Background: an optimization exercise with open tools, aiming at small area. Do not read the settings as production practice.
Only simulation tests tie the RTL to the original design; equivalence was not proved.
No activity file was given, so power comes from the tool's default toggle rates.

==> flow/design.v (excerpt) <==
module tot6502(
	input  clk,
	input  enable,
	input  [7:0]dati,
	output [7:0]dato,
	output [15:0]addr,
	output rw,
	input  rst_n,
	input  irq_n,
	input  nmi_n,
	input  rdy
);
For scale: about 890 cells after synthesis, ~39 I/O pins.
==> flow/config.mk <==
export PLATFORM = sky130hd
export DESIGN_NAME = tot6502
export DESIGN_NICKNAME = tot6502
export VERILOG_FILES = /design/flow/design.v
export SDC_FILE = /design/flow/constraint.sdc
export NUM_CORES = 4
export LEC_CHECK = 0
export ABC_AREA = 1
export CAP_MARGIN = 20
export CORE_MARGIN = 2
export CORE_UTILIZATION = 60
export SLEW_MARGIN = 20
==> flow/constraint.sdc <==
create_clock -name core_clock -period 8.5 [get_ports {clk}]
set_input_delay 1.7000 -clock core_clock [delete_from_list [all_inputs] [get_ports {clk}]]
set_output_delay 1.7000 -clock core_clock [all_outputs]
set_load 0.01 [all_outputs]
standard.sh (not shown) runs the stock make flow with config.mk's settings and CLKGATE_MAP_FILE= SYNTH_SCRIPT=/design/flow/synth_recipe.tcl, a recipe that flattens the netlist after the stock synthesis.
==> flow/flow/run.sh <==
#!/bin/bash
# The standard layout (standard.sh) with these changes:
#  - synthesis: the standard flow's own synthesis script, with only the ABC mapping script replaced by
#    flow/abc_area.script (area-oriented mapping); registers are mapped exactly as before
#  - the smallest buffer cell for the port buffers
#  - clock tree synthesis with clkbuf_8 buffers, small clusters, without dummy loads
#  - power recovery (downsizing cells off the critical paths) after global routing
#  - timing-driven global placement keeps none of its trial buffering
# Each tool's output goes to the logs under orfs/logs (ORFS) and to standard_sh.log.
set -e
here=$(pwd)
{ echo 'proc abc {args} { set i [lsearch $args -script]; if {$i >= 0} { lset args [expr {$i + 1}] $::env(AREA_ABC_SCRIPT) }; yosys abc {*}$args }'
  cat synth_recipe.tcl; } > synth_area.tcl
sed "s|SYNTH_SCRIPT=[^ ]*|SYNTH_SCRIPT=$here/synth_area.tcl|" standard.sh > standard_area.sh
export AREA_ABC_SCRIPT="$here/flow/abc_area.script"
export BUFFER_PORTS_ARGS="-buffer_cell sky130_fd_sc_hd__buf_1"
export CTS_ARGS="-sink_clustering_enable -repair_clock_nets -dont_use_dummy_load -buf_list sky130_fd_sc_hd__clkbuf_8 -sink_clustering_size 12 -sink_clustering_max_diameter 60"
export RECOVER_POWER=100
export GPL_KEEP_OVERFLOW=0
bash standard_area.sh > standard_sh.log 2>&1
==> flow/flow/abc_area.script <==
strash
&get -n
&st
&dch -f
&nf -p -R 1000
&put
topo
stime -c
dnsize -c
Change:
--- a/flow/flow/run.sh
+++ b/flow/flow/run.sh
@@ -5,5 +5,4 @@
 #  - the smallest buffer cell for the port buffers
-#  - clock tree synthesis with clkbuf_8 buffers, small clusters, without dummy loads
+#  - clock tree synthesis without dummy loads
 #  - power recovery (downsizing cells off the critical paths) after global routing
-#  - timing-driven global placement keeps none of its trial buffering
 # Each tool's output goes to the logs under orfs/logs (ORFS) and to standard_sh.log.
@@ -16,5 +15,4 @@
 export BUFFER_PORTS_ARGS="-buffer_cell sky130_fd_sc_hd__buf_1"
-export CTS_ARGS="-sink_clustering_enable -repair_clock_nets -dont_use_dummy_load -buf_list sky130_fd_sc_hd__clkbuf_8 -sink_clustering_size 12 -sink_clustering_max_diameter 60"
+export CTS_ARGS="-sink_clustering_enable -repair_clock_nets -dont_use_dummy_load"
 export RECOVER_POWER=100
-export GPL_KEEP_OVERFLOW=0
 bash standard_area.sh > standard_sh.log 2>&1
Result: The changed run completed without violations; final area went up by a few percent; worst hold slack is better by 0.0037 ns; maximum frequency is about the same; total power rose by a little under a tenth; worst setup slack is better by 0.021 ns; wire length drops slightly; synthesized area is unchanged; via count increases by a few percent; final cell count went up by a few percent; first-iteration DRC count went up by a little under a tenth; die area is unchanged.

* * *

tot6502, a different RTL version from the one above (not shown whole).
Size in the first run: about 890 cells after synthesis, roughly 98 flip-flops, about 7700 um^2 of cells after synthesis.
## tot6502
module tot6502(
	input  clk,
	input  enable,
	input  [7:0]dati,
	output [7:0]dato,
	output [15:0]addr,
	output rw,
	input  rst_n,
	input  irq_n,
	input  nmi_n,
	input  rdy
);
	function [8:0]radd(input [7:0]p, input [7:0]q, input ci);
		integer k;
		reg c;
		begin
			c = ci;
			for(k = 0; k < 8; k = k + 1) begin
				radd[k] = p[k] ^ q[k] ^ c;
				c = (p[k] & q[k]) | (c & (p[k] ^ q[k]));
			end
			radd[8] = c;
		end
	endfunction
	reg [7:0]a, x, y, sp;
	reg [7:0]dl;                            
	reg fn, fv, fd, fi, fz, fc;             
	reg [15:0]pc;
	reg [15:0]ab;                            
	reg [7:0]inst;
	reg [2:0]tctr;
	reg pb;
	reg [1:0]nmi_st;
	reg nmi_p;                               
	reg [1:0]irq_st;
	reg [1:0]brk_k;                          
	wire brk_flag = brk_k == 0;
	wire [1:0]brk_v = brk_flag ? 2'd3 : brk_k;
	reg nmi_n_st;
	wire [2:0]ia = inst[7:5];
	wire [2:0]ib = inst[4:2];
	wire [1:0]ic = inst[1:0];
	wire t0 = tctr == 0;
	wire t1 = tctr == 1;
	wire t2 = tctr == 2;
	wire t3 = tctr == 3;
	wire t4 = tctr == 4;
  ...
clock: 8.5 ns
lec_check: 0
abc_area: 1
cap_margin: 20
core_margin: 2
core_utilization: 60
slew_margin: 20
==> flow/flow/run.sh <==
#!/bin/bash
# The standard layout (standard.sh) with these changes:
#  - synthesis: the standard flow's own synthesis script, with only the ABC mapping script replaced by
#    flow/abc_area.script (area-oriented mapping); registers are mapped exactly as before
#  - the smallest buffer cell for the port buffers
#  - clock tree synthesis with clkbuf_8 buffers, small clusters, without dummy loads
#  - timing-driven global placement keeps none of its trial buffering
# Each tool's output goes to the logs under orfs/logs (ORFS) and to standard_sh.log.
set -e
here=$(pwd)
{ echo 'proc abc {args} { set i [lsearch $args -script]; if {$i >= 0} { lset args [expr {$i + 1}] $::env(AREA_ABC_SCRIPT) }; yosys abc {*}$args }'
  cat synth_recipe.tcl; } > synth_area.tcl
sed "s|SYNTH_SCRIPT=[^ ]*|SYNTH_SCRIPT=$here/synth_area.tcl|" standard.sh > standard_area.sh
export AREA_ABC_SCRIPT="$here/flow/abc_area.script"
export BUFFER_PORTS_ARGS="-buffer_cell sky130_fd_sc_hd__buf_1"
export CTS_ARGS="-sink_clustering_enable -repair_clock_nets -dont_use_dummy_load -buf_list sky130_fd_sc_hd__clkbuf_8 -sink_clustering_size 12 -sink_clustering_max_diameter 60"
export GPL_KEEP_OVERFLOW=0
bash standard_area.sh > standard_sh.log 2>&1
==> flow/flow/abc_area.script <==
strash
&get -n
&st
&dch -f
&nf -p -R 1000
&put
strash
&get -n
&st
&dch -f
&nf -p -R 1000
&put
topo
stime -c
dnsize -c
Rerun with:
--- a/flow/flow/run.sh
+++ b/flow/flow/run.sh
@@ -4,5 +4,6 @@
 #    flow/abc_area.script (area-oriented mapping); registers are mapped exactly as before
 #  - the smallest buffer cell for the port buffers
-#  - clock tree synthesis with clkbuf_8 buffers, small clusters, without dummy loads
+#  - clock tree synthesis without dummy loads
+#  - power recovery (downsizing cells off the critical paths) after global routing
 #  - timing-driven global placement keeps none of its trial buffering
 # Each tool's output goes to the logs under orfs/logs (ORFS) and to standard_sh.log.
@@ -14,5 +15,6 @@
 export AREA_ABC_SCRIPT="$here/flow/abc_area.script"
 export BUFFER_PORTS_ARGS="-buffer_cell sky130_fd_sc_hd__buf_1"
-export CTS_ARGS="-sink_clustering_enable -repair_clock_nets -dont_use_dummy_load -buf_list sky130_fd_sc_hd__clkbuf_8 -sink_clustering_size 12 -sink_clustering_max_diameter 60"
+export CTS_ARGS="-sink_clustering_enable -repair_clock_nets -dont_use_dummy_load"
+export RECOVER_POWER=100
 export GPL_KEEP_OVERFLOW=0
 bash standard_area.sh > standard_sh.log 2>&1
==> flow/flow/abc_area.script (replaced) <==
strash
&get -n
&st
&dch -f
&nf -p -R 1000
&put
topo
stime -c
dnsize -c
- The new run reached the layout checks and failed them: capacitance limit, slew limit
- sequential share of layout area shrinks by 0.76 points
- total power came out higher by 8.5%
- maximum frequency came out higher by 3.6%
- worst hold slack degrades by 0.020 ns
- wire length shrinks by 4.2%
- non-clock buffer count increases by 2
- final area goes up by 2.3%
- global-route usage went down by 2.3 points

* * *

tot6502, a different RTL version from the one above (not shown whole).
For scale: about 39 I/O pins, about 9300 sq um of cells after synthesis.
// tot6502
module tot6502(
	input  clk,
	input  enable,
	input  [7:0]dati,
	output [7:0]dato,
	output [15:0]addr,
	output rw,
	input  rst_n,
	input  irq_n,
	input  nmi_n,
	input  rdy
);
clock: 8.5 ns
lec_check: 0
abc_area: 1
cap_margin: 0
core_margin: 2
core_utilization: 60
slew_margin: 0
run.sh (not shown) runs the stock make flow with config.mk's settings and CLKGATE_MAP_FILE= SYNTH_SCRIPT=/design/flow/synth_recipe.tcl, a recipe that flattens the netlist after the stock synthesis.
Stock flow here: none of the scripts above is used.
The baseline passed the timing, DRC and antenna checks.
Change:
Settings changed: CAP_MARGIN 0 to 20, SLEW_MARGIN 0 to 20.
After rerunning:
- The changed run produced a clean layout
- final cell count stays the same
- power does not change
- global-route usage is unchanged
- die area stays the same
- count of clock-buffer cells in the layout stays the same
- via count stays the same
- register-to-register slack is about the same

* * *

tot6502, a different RTL version from the one above (not shown whole).
Size in the first run: roughly 880 cells after synthesis, roughly 98 flip-flops, roughly 39 I/O pins, ~7600 um^2 of cells after synthesis.
## tot6502
module tot6502(
	input  clk,
	input  enable,
	input  [7:0]dati,
	output [7:0]dato,
	output [15:0]addr,
	output rw,
	input  rst_n,
	input  irq_n,
	input  nmi_n,
	input  rdy
);
Settings: LEC_CHECK=0, ABC_AREA=1, CAP_MARGIN=20, CORE_MARGIN=2, CORE_UTILIZATION=60, GPL_TIMING_DRIVEN=0, SLEW_MARGIN=20; clock period 8.5 ns.
standard.sh (not shown) runs the stock make flow with config.mk's settings and CLKGATE_MAP_FILE= SYNTH_SCRIPT=/design/flow/synth_recipe.tcl, a recipe that flattens the netlist after the stock synthesis.
==> flow/flow/run.sh <==
#!/bin/bash
# The standard layout (standard.sh) with these changes:
#  - synthesis: the standard flow's own synthesis script, with only the ABC mapping script replaced by
#    flow/abc_area.script (area-oriented mapping); registers are mapped exactly as before
#  - the smallest buffer cell for the port buffers
#  - clock tree synthesis without dummy loads
#  - power recovery (downsizing cells off the critical paths) after global routing
# Each tool's output goes to the logs under orfs/logs (ORFS) and to standard_sh.log.
set -e
here=$(pwd)
{ echo 'proc abc {args} { set i [lsearch $args -script]; if {$i >= 0} { lset args [expr {$i + 1}] $::env(AREA_ABC_SCRIPT) }; yosys abc {*}$args }'
  cat synth_recipe.tcl; } > synth_area.tcl
sed "s|SYNTH_SCRIPT=[^ ]*|SYNTH_SCRIPT=$here/synth_area.tcl|" standard.sh > standard_area.sh
export AREA_ABC_SCRIPT="$here/flow/abc_area.script"
export BUFFER_PORTS_ARGS="-buffer_cell sky130_fd_sc_hd__buf_1"
export CTS_ARGS="-sink_clustering_enable -repair_clock_nets -dont_use_dummy_load"
export RECOVER_POWER=100
bash standard_area.sh > standard_sh.log 2>&1
==> flow/flow/abc_area.script <==
strash
&get -n
&st
&dch -f
&nf -p -R 1000
&put
topo
stime -c
dnsize -c
The first run completed and failed the layout checks on negative setup slack.
Change:
- GPL_TIMING_DRIVEN: 0 -> default
What happened:
- With this change the flow ran to the end with no violations
- cell count came out higher by 6.4%
- total power goes up by 0.76%
- sequential cell count is unchanged
- cell area came out higher by 2.2%
- synthesized area stays the same
- global-route usage went up by 1.4 points
- fmax is higher by 2.9%
- clock skew hardly moves
- setup slack gets better by 240 ps
- wire length increases by 2.6%
- via count increases by 2.7%
Change:
--- a/flow/flow/run.sh
+++ b/flow/flow/run.sh
@@ -7,0 +8 @@
+#  - timing-driven global placement keeps none of its trial buffering
@@ -17,0 +19 @@
+export GPL_KEEP_OVERFLOW=0
After rerunning: Power drops by 0.85%; flip-flop and latch count is unchanged; core utilization drops by 1.1 points; register-to-register slack gets worse by 30 ps.
Change:
--- a/flow/flow/run.sh
+++ b/flow/flow/run.sh
@@ -8 +7,0 @@
-#  - timing-driven global placement keeps none of its trial buffering
@@ -19 +17,0 @@
-export GPL_KEEP_OVERFLOW=0
==> flow/flow/abc_area.script (replaced) <==
strash
&get -n
&st
&dch -f
&nf -p -R 1000
&put
topo
stime -c
buffer -c
upsize -c
dnsize -c
Via count went up by a few percent; cell count is higher by a few percent; worst setup slack gets better by 76 ps; worst hold slack degrades by 20 ps; global-route usage goes down by 0.88 points; clock skew barely changes; routed wire length rises slightly; maximum frequency climbs slightly; register-to-register slack is better by 80 ps.

==> what the ideal ports hide <==
The results above use ideal ports. As a check the final layouts listed here were re-extracted and re-timed, cells and wires unchanged. Step 1 sets driving cells, clkbuf_16 on the clock port and buf_2 on the other inputs (assumed; they add their load-dependent delay and slew). Step 2 times the ports against the registers' clock, not the clock port: input delays grow and output delays shrink by t, the midpoint of the rising clock arrivals with the driver on. Three values: no drivers, after step 1, after step 2; two values: the first two.
run	shift t [ns]	slack for setup (ns)	worst hold slack (ns)	worst setup path after step 2	worst register clock-pin slew, ns
the first run of note 1	0.426	0.320 / 0.320 / 0.320	0.434 / 0.434 / 0.434	register to register	0.11 / 0.11
the second run of note 1	0.385	0.342 / 0.342 / 0.342	0.438 / 0.438 / 0.438	register to register	0.08 / 0.08
the first run of note 2	0.431	0.380 / 0.380 / 0.380	0.450 / 0.450 / 0.450	register to register	0.10 / 0.10
the second run of note 2	0.394	0.662 / 0.662 / 0.662	0.429 / 0.429 / 0.429	register to register	0.07 / 0.07
the first run of note 3	0.393	0.493 / 0.493 / 0.352	0.431 / 0.431 / 0.431	input to register	0.07 / 0.07
the second run of note 3	0.393	0.493 / 0.493 / 0.352	0.431 / 0.431 / 0.431	input to register	0.07 / 0.07
the first run of note 4	0.390	-0.055 / -0.055 / -0.055	0.441 / 0.441 / 0.441	register to register	0.07 / 0.07
the second run of note 4	0.383	0.189 / 0.189 / 0.189	0.437 / 0.437 / 0.437	register to register	0.07 / 0.07
the third run of note 4	0.389	0.157 / 0.157 / 0.157	0.443 / 0.443 / 0.443	register to register	0.07 / 0.07
the fourth run of note 4	0.396	0.233 / 0.233 / 0.233	0.423 / 0.423 / 0.423	register to register	0.08 / 0.08
